This design comes from an exercise in tuning for small area and a short achievable clock period on the open sky130 flow, not from production work. At most, simulation tests tie the RTL to the original design; equivalence was not proved. Power is estimated from default activity; no workload was simulated.

Setup of west:
## yadan_riscv
module yadan_riscv(
    input  wire             clk,
    input  wire             rst_n,
    input  wire [7:0]  int_flag_i,
    output wire             M0_HBUSREQ,      
    input  wire             M0_HGRANT,       
    output wire  [31:0]     M0_HADDR,        
    output wire  [ 1:0]     M0_HTRANS,       
    output wire  [ 2:0]     M0_HSIZE,        
    output wire  [ 2:0]     M0_HBURST,       
    output wire  [ 3:0]     M0_HPROT,       
    output wire             M0_HLOCK,       
    output wire             M0_HWRITE,       
    output wire  [31:0]     M0_HWDATA,      
    output wire             M1_HBUSREQ,
    input  wire             M1_HGRANT,
    output wire  [31:0]     M1_HADDR,
    output wire  [ 1:0]     M1_HTRANS,
    output wire  [ 2:0]     M1_HSIZE,
    output wire  [ 2:0]     M1_HBURST,
    output wire  [ 3:0]     M1_HPROT,
    output wire             M1_HLOCK,
    output wire             M1_HWRITE,
    output wire  [31:0]     M1_HWDATA,
    input  wire  [31:0]     M_HRDATA,       
    input  wire  [ 1:0]     M_HRESP,         
    input  wire             M_HREADY         
);
Size in the first run: about 12000 cells after synthesis, about 2300 flip-flops, ~210 I/O pins, ~130000 sq um of cells after synthesis.
==> flow/config.mk <==
export PLATFORM = sky130hd
export DESIGN_NAME = yadan_riscv
export DESIGN_NICKNAME = yadan_riscv
export VERILOG_FILES = /design/flow/design.v
export SDC_FILE = /design/flow/constraint.sdc
export NUM_CORES = 8
export LEC_CHECK = 0
export CAP_MARGIN = 20
export CORE_MARGIN = 2
export CORE_UTILIZATION = 40
export SLEW_MARGIN = 20
==> flow/constraint.sdc <==
create_clock -name core_clock -period 11.0 [get_ports {clk}]
set_input_delay 2.2000 -clock core_clock [delete_from_list [all_inputs] [get_ports {clk}]]
set_output_delay 2.2000 -clock core_clock [all_outputs]
set_load 0.01 [all_outputs]
standard.sh (not shown) runs the stock make flow with config.mk's settings and CLKGATE_MAP_FILE= SYNTH_SCRIPT=/design/flow/synth_recipe.tcl, a recipe that flattens the netlist after the stock synthesis.
==> flow/flow/run.sh <==
#!/bin/bash
set -euo pipefail
bash standard.sh SETUP_SLACK_MARGIN=6 finish > flow_make.log 2>&1
### west -> east
- an added CTS_BUF_LIST of sky130_fd_sc_hd__clkbuf_8
- a change of CORE_UTILIZATION from 40 to 55
- an added CTS_CLUSTER_SIZE of 30
Results
- Simple-gate area share of the yosys netlist delta (west -> east): insignificant
- First-pass GRT wire length, east vs west: down by a few percent
- The estimated power of east ends up lower than the estimate for west.
- On number of inserted diodes, the lower figure sits with west, not east.
- Comparing east with west, the non-clock buffer share of cell area came out essentially unchanged.
- Looking at end point of the critical path, the M0_HWDATA[16] result is from west; the u_id_ex.ex_operand2_o[24]$_DFFE_PN_ one comes from east.
- Relative to west, east degrades first-iteration DRC count.
- The higher area overhead of the layout relative to synthesis came out of west.
- Re final critical-path required period: west was lower than east.
- Routing usage on met1 was higher in east than in west.
- west ended up with reg -> out as its critical setup path kind; east ended up with reg -> reg.
- Going from west to east, part of the power in the clock network shrinks by 4.0 points.
- Going from west to east, cell count shrinks by about 5.4%.
Function was not checked in any run of this note: the RTL went through the layout flow alone.

* * *

Another version of the RTL of yadan_riscv (not shown whole).
For scale: about 2200 flip-flops, about 210 I/O pins.
Settings: LEC_CHECK=0, CAP_MARGIN=20, CORE_MARGIN=2, CORE_UTILIZATION=40, SETUP_SLACK_MARGIN=5, SLEW_MARGIN=20; clock period 11.0 ns.
run.sh (not shown) runs the stock make flow with config.mk's settings and CLKGATE_MAP_FILE= SYNTH_SCRIPT=/design/flow/synth_recipe.tcl, a recipe that flattens the netlist after the stock synthesis.
Stock flow here: none of the scripts above is used.
The first run ran to the end with no violations.
Edit:
Settings changed: SETUP_SLACK_MARGIN 5 to 3.
- global-route usage is lower by 0.60 points
- worst setup slack gets worse by 1.1 ns
- via count goes down by 1.2%
- clock skew went down by 0.015 ns
- die area stays the same
No run of this note included a check of the RTL's function; only the layout flow was run.

* * *

## job 103
yadan_riscv, a different RTL version from the one above (not shown whole).
For scale: roughly 2,200 flip-flops, about 210 I/O pins, about 0.13 sq mm of cells after synthesis.
==> flow/design.v (excerpt) <==
module yadan_riscv(
    input  wire             clk,
    input  wire             rst_n,
    input  wire [7:0]  int_flag_i,
    output wire             M0_HBUSREQ,      
    input  wire             M0_HGRANT,       
    output wire  [31:0]     M0_HADDR,        
    output wire  [ 1:0]     M0_HTRANS,       
    output wire  [ 2:0]     M0_HSIZE,        
    output wire  [ 2:0]     M0_HBURST,       
    output wire  [ 3:0]     M0_HPROT,       
    output wire             M0_HLOCK,       
    output wire             M0_HWRITE,       
    output wire  [31:0]     M0_HWDATA,      
    output wire             M1_HBUSREQ,
    input  wire             M1_HGRANT,
    output wire  [31:0]     M1_HADDR,
    output wire  [ 1:0]     M1_HTRANS,
    output wire  [ 2:0]     M1_HSIZE,
    output wire  [ 2:0]     M1_HBURST,
    output wire  [ 3:0]     M1_HPROT,
    output wire             M1_HLOCK,
    output wire             M1_HWRITE,
    output wire  [31:0]     M1_HWDATA,
    input  wire  [31:0]     M_HRDATA,       
    input  wire  [ 1:0]     M_HRESP,         
    input  wire             M_HREADY         
);
    assign  M0_HPROT = 4'h0;            
    assign  M1_HPROT = 4'h0;
    assign  M0_HLOCK = 1'b0;            
    assign  M1_HLOCK = 1'b0;
    wire[31:0]           rom_addr;    
    wire                    rom_ce;      
    wire[31:0]           rom_data;    
    wire[31:0]           ram_addr;    
    wire                    ram_ce;
    wire                    ram_we;
    wire[2:0]               ram_sel;
    wire[31:0]           ram_wdata;
    wire[31:0]           ram_rdata;   
    wire[31:0]      if_pc;
    wire[31:0]      if_id_pc;
    wire[31:0]          if_id_inst;
    wire                    id_reg1_read;
    wire                    id_reg2_read;
    wire[4:0]       id_reg1_addr;
    wire[4:0]       id_reg2_addr;
    wire[31:0]           reg1_data;
  ...
==> flow/config.mk <==
export PLATFORM = sky130hd
export DESIGN_NAME = yadan_riscv
export DESIGN_NICKNAME = yadan_riscv
export VERILOG_FILES = /design/flow/design.v
export SDC_FILE = /design/flow/constraint.sdc
export NUM_CORES = 8
export LEC_CHECK = 0
export CAP_MARGIN = 20
export CORE_MARGIN = 2
export CORE_UTILIZATION = 55
export SLEW_MARGIN = 20
==> flow/constraint.sdc <==
create_clock -name core_clock -period 11.0 [get_ports {clk}]
set_input_delay 2.2000 -clock core_clock [delete_from_list [all_inputs] [get_ports {clk}]]
set_output_delay 2.2000 -clock core_clock [all_outputs]
set_load 0.01 [all_outputs]
standard.sh (not shown) runs the stock make flow with config.mk's settings and CLKGATE_MAP_FILE= SYNTH_SCRIPT=/design/flow/synth_recipe.tcl, a recipe that flattens the netlist after the stock synthesis.
==> flow/flow/run.sh <==
#!/bin/bash
set -euo pipefail
bash standard.sh SETUP_SLACK_MARGIN=6.5 finish > flow_make.log 2>&1
diff inputs: job 103 => job 105
- setting SETUP_SLACK_MARGIN to 5 for the first time
- changing CORE_UTILIZATION from 55 to 40
==> flow/run.sh (new file) <==
#!/bin/bash
# synth_recipe.tcl (not shown) runs the flow's synth.tcl, then flattens the netlist and writes it again
# the make line also repeats each setting of config.mk as NAME=value (left out here)
make -C /OpenROAD-flow-scripts/flow DESIGN_CONFIG=/design/flow/config.mk WORK_HOME=/design/flow/orfs CLKGATE_MAP_FILE= SYNTH_SCRIPT=/design/flow/synth_recipe.tcl finish
removed: flow/flow/run.sh
removed: flow/standard.sh
### Flow results
- Between job 103 and job 105, the flow reports total clock buffers created by CTS increasing by a few percent.
- Relative to job 103, share of the core filled with cells has decreased by 21 points in job 105.
- From job 103 to job 105 the numbers moved as follows: routed wire length up 1.8%, maximum frequency down 0.60%, relative max-transition margin down 11 points, global-route usage down 13 points, routed length on met1 up 12%.
- Job 105 vs job 103, worst setup path startpoint: u_mul_div_32.y_win[4]$_DFFE_PP_ vs u_mul_div_32.y_win[2]$_DFFE_PP_
- Relative to job 103, setup slack decreased by 0.039 ns in job 105.
- Job 105 went all the way through synthesis, placement and routing and the layout is clean on timing, DRC and antenna.
Function was not checked in any run of this note: the RTL went through the layout flow alone.

* * *

Another version of the RTL of yadan_riscv (not shown whole).
Size in the first run: about 12000 cells after synthesis, ~2300 flip-flops, about 210 I/O pins.
Settings: LEC_CHECK=0, CAP_MARGIN=20, CORE_MARGIN=2, CORE_UTILIZATION=40, CTS_BUF_LIST=sky130_fd_sc_hd__clkbuf_8, CTS_CLUSTER_SIZE=30, SLEW_MARGIN=20; clock period 11.0 ns.
==> flow/flow/run.sh <==
#!/bin/bash
set -euo pipefail
bash standard.sh SETUP_SLACK_MARGIN=6 "BUFFER_PORTS_ARGS=-buffer_cell sky130_fd_sc_hd__buf_4" finish > flow_make.log 2>&1
Next try:
Settings changed: CTS_BUF_LIST sky130_fd_sc_hd__clkbuf_8 to not set, CTS_CLUSTER_SIZE 30 to not set.
Global-route usage is about the same.
Worst hold slack improves by 0.051 ns.
Clock-buffer cell count drops by 90.
Total power climbs by 5.7%.

* * *

## umber
Another version of the RTL of yadan_riscv (not shown whole).
For scale: roughly 2,300 flip-flops, roughly 0.13 sq mm of cells after synthesis.
export LEC_CHECK = 0
export CAP_MARGIN = 20
export CORE_MARGIN = 2
export CORE_UTILIZATION = 40
export SLEW_MARGIN = 20
create_clock -name core_clock -period 11.0 [get_ports {clk}]
Scripts as last shown in full above: flow/flow/run.sh
umber | stages: all done | timing, DRC, antenna: all pass
Input changes introduced in lagoon (baseline for comparison: umber):
Settings: an added PLACE_DENSITY of 0.75.
## What came out
- lagoon did not stop at any stage, and its layout met the timing, DRC and antenna checks.
- Relative to umber, first-pass GRT wire length has decreased by about 4.6% in lagoon.
- Share of total power in combinational logic for lagoon is higher than for umber.
- Against umber, lagoon comes in 0.083 ns lower on setup slack.
- On multi-input gate share of the layout cell area, the higher figure sits with lagoon, not umber.
- Clock buffer count in the final layout in lagoon is 51 below umber.
- lagoon vs umber, met2 capacity usage during global routing went down by 2.8 points.
- Final clock period utilization by the worst path: lagoon > umber
- Cmp lagoon vs umber: HPWL reported at the end of detailed placement lower in lagoon
- umber -> lagoon: via count of the first global-routing pass decreased slightly
No run of this note included a check of the RTL's function; only the layout flow was run.

* * *

yadan_riscv, a different RTL version from the one above (not shown whole).
Size in the first run: roughly 11000 cells after synthesis, roughly 2300 flip-flops, roughly 130000 um^2 of cells after synthesis.
export LEC_CHECK = 0
export CAP_MARGIN = 35
export CORE_MARGIN = 2
export CORE_UTILIZATION = 40
export CTS_CLUSTER_DIAMETER = 110
export CTS_CLUSTER_SIZE = 22
export SLEW_MARGIN = 35
create_clock -name core_clock -period 11.0 [get_ports {clk}]
Scripts as last shown in full above: flow/flow/run.sh
Change:
CTS_CLUSTER_DIAMETER = unset   (was 110)
CTS_CLUSTER_SIZE = unset   (was 22)
Outcome: The changed run finished with timing, DRC and antenna clean. Worst hold slack improved by 0.0092 ns. Register-to-register slack gets better by 0.08 ns. Design area grows by about 3.5%. Final cell count went up by about 1.7%. Total power went up by 20%. Wire length rises by about 1.1%.
Change:
CORE_UTILIZATION = 45   (was 40)
CTS_CLUSTER_DIAMETER = 100   (was unset)
CTS_CLUSTER_SIZE = 20   (was unset)
What happened:
- This time the run stopped in final report (6_report)
- via count goes down by 0.76%
- first-iteration DRC count goes up by 6.9%
- routed wire length goes up by 0.42%
Change:
CORE_UTILIZATION = 40   (was 45)
CTS_CLUSTER_DIAMETER = 120   (was 100)
CTS_CLUSTER_SIZE = 24   (was 20)
This time the run produced a clean layout; routed wire length goes down by 1.4%; first-iteration DRC count goes down by 5.3%; synthesized area does not change; via count goes down by 0.52%; synthesized cell count stays the same.
Change:
CTS_CLUSTER_DIAMETER = 100   (was 120)
CTS_CLUSTER_SIZE = 20   (was 24)
Outcome:
- clock skew went down by 0.11 ns
- first-iteration DRC count grows by 0.57%
- power grows by 4.6%
- synthesized cell count does not change
- count of clock-buffer cells in the layout rose by 18

[re-timing with driven ports]
No port has a modelled driver above. Below, the same layouts with a new extraction and two added sets of constraints. Step 1 sets driving cells, clkbuf_16 on the clock port and buf_2 on the other inputs (assumed; they add their load-dependent delay and slew). Step 2, shift: input delay + t, output delay - t, t = (earliest + latest rising clock arrival at the registers) / 2. This alone moves slack from input paths to output paths. a / b / c = no drivers / after step 1 / after step 2; a / b = the first two.
run	t (ns)	setup slack, ns	worst setup path at the end	slew at the worst register clock pin (ns)	pins driven straight from the clock port
west	1.021	5.848 / 5.740 / 5.049	input to register	0.07 / 0.07	1
east	1.175	5.712 / 5.712 / 4.965	input to register	0.09 / 0.09	1
the first run of note 2	1.050	4.269 / 4.269 / 4.269	register to register	0.07 / 0.07	1
the second run of note 2	1.051	3.169 / 3.169 / 3.169	register to register	0.08 / 0.08	1
job 103	1.007	4.493 / 4.493 / 4.493	register to register	0.07 / 0.07	1
job 105	1.098	4.454 / 4.454 / 3.974	input to register	0.08 / 0.08	1
the first run of note 4	1.247	5.625 / 5.625 / 5.330	input to register	0.08 / 0.08	1
the second run of note 4	1.014	5.714 / 5.714 / 5.143	input to register	0.07 / 0.07	1
umber	1.042	5.786 / 5.786 / 5.088	input to register	0.08 / 0.08	1
lagoon	1.087	5.702 / 5.702 / 4.976	input to register	0.08 / 0.08	1
the first run of note 6	0.986	5.948 / 5.847 / 5.363	input to register	0.11 / 0.11	1
the second run of note 6	1.036	5.938 / 5.816 / 5.480	input to register	0.08 / 0.08	1
the fourth run of note 6	1.048	5.966 / 5.863 / 5.389	input to register	0.12 / 0.12	1
the fifth run of note 6	1.024	5.943 / 5.833 / 5.503	input to register	0.11 / 0.11	1
After both steps every run listed still meets setup and hold. The setup slack of west, which loses most, moves by -0.108 ns with the drivers and by -0.799 ns with both steps.
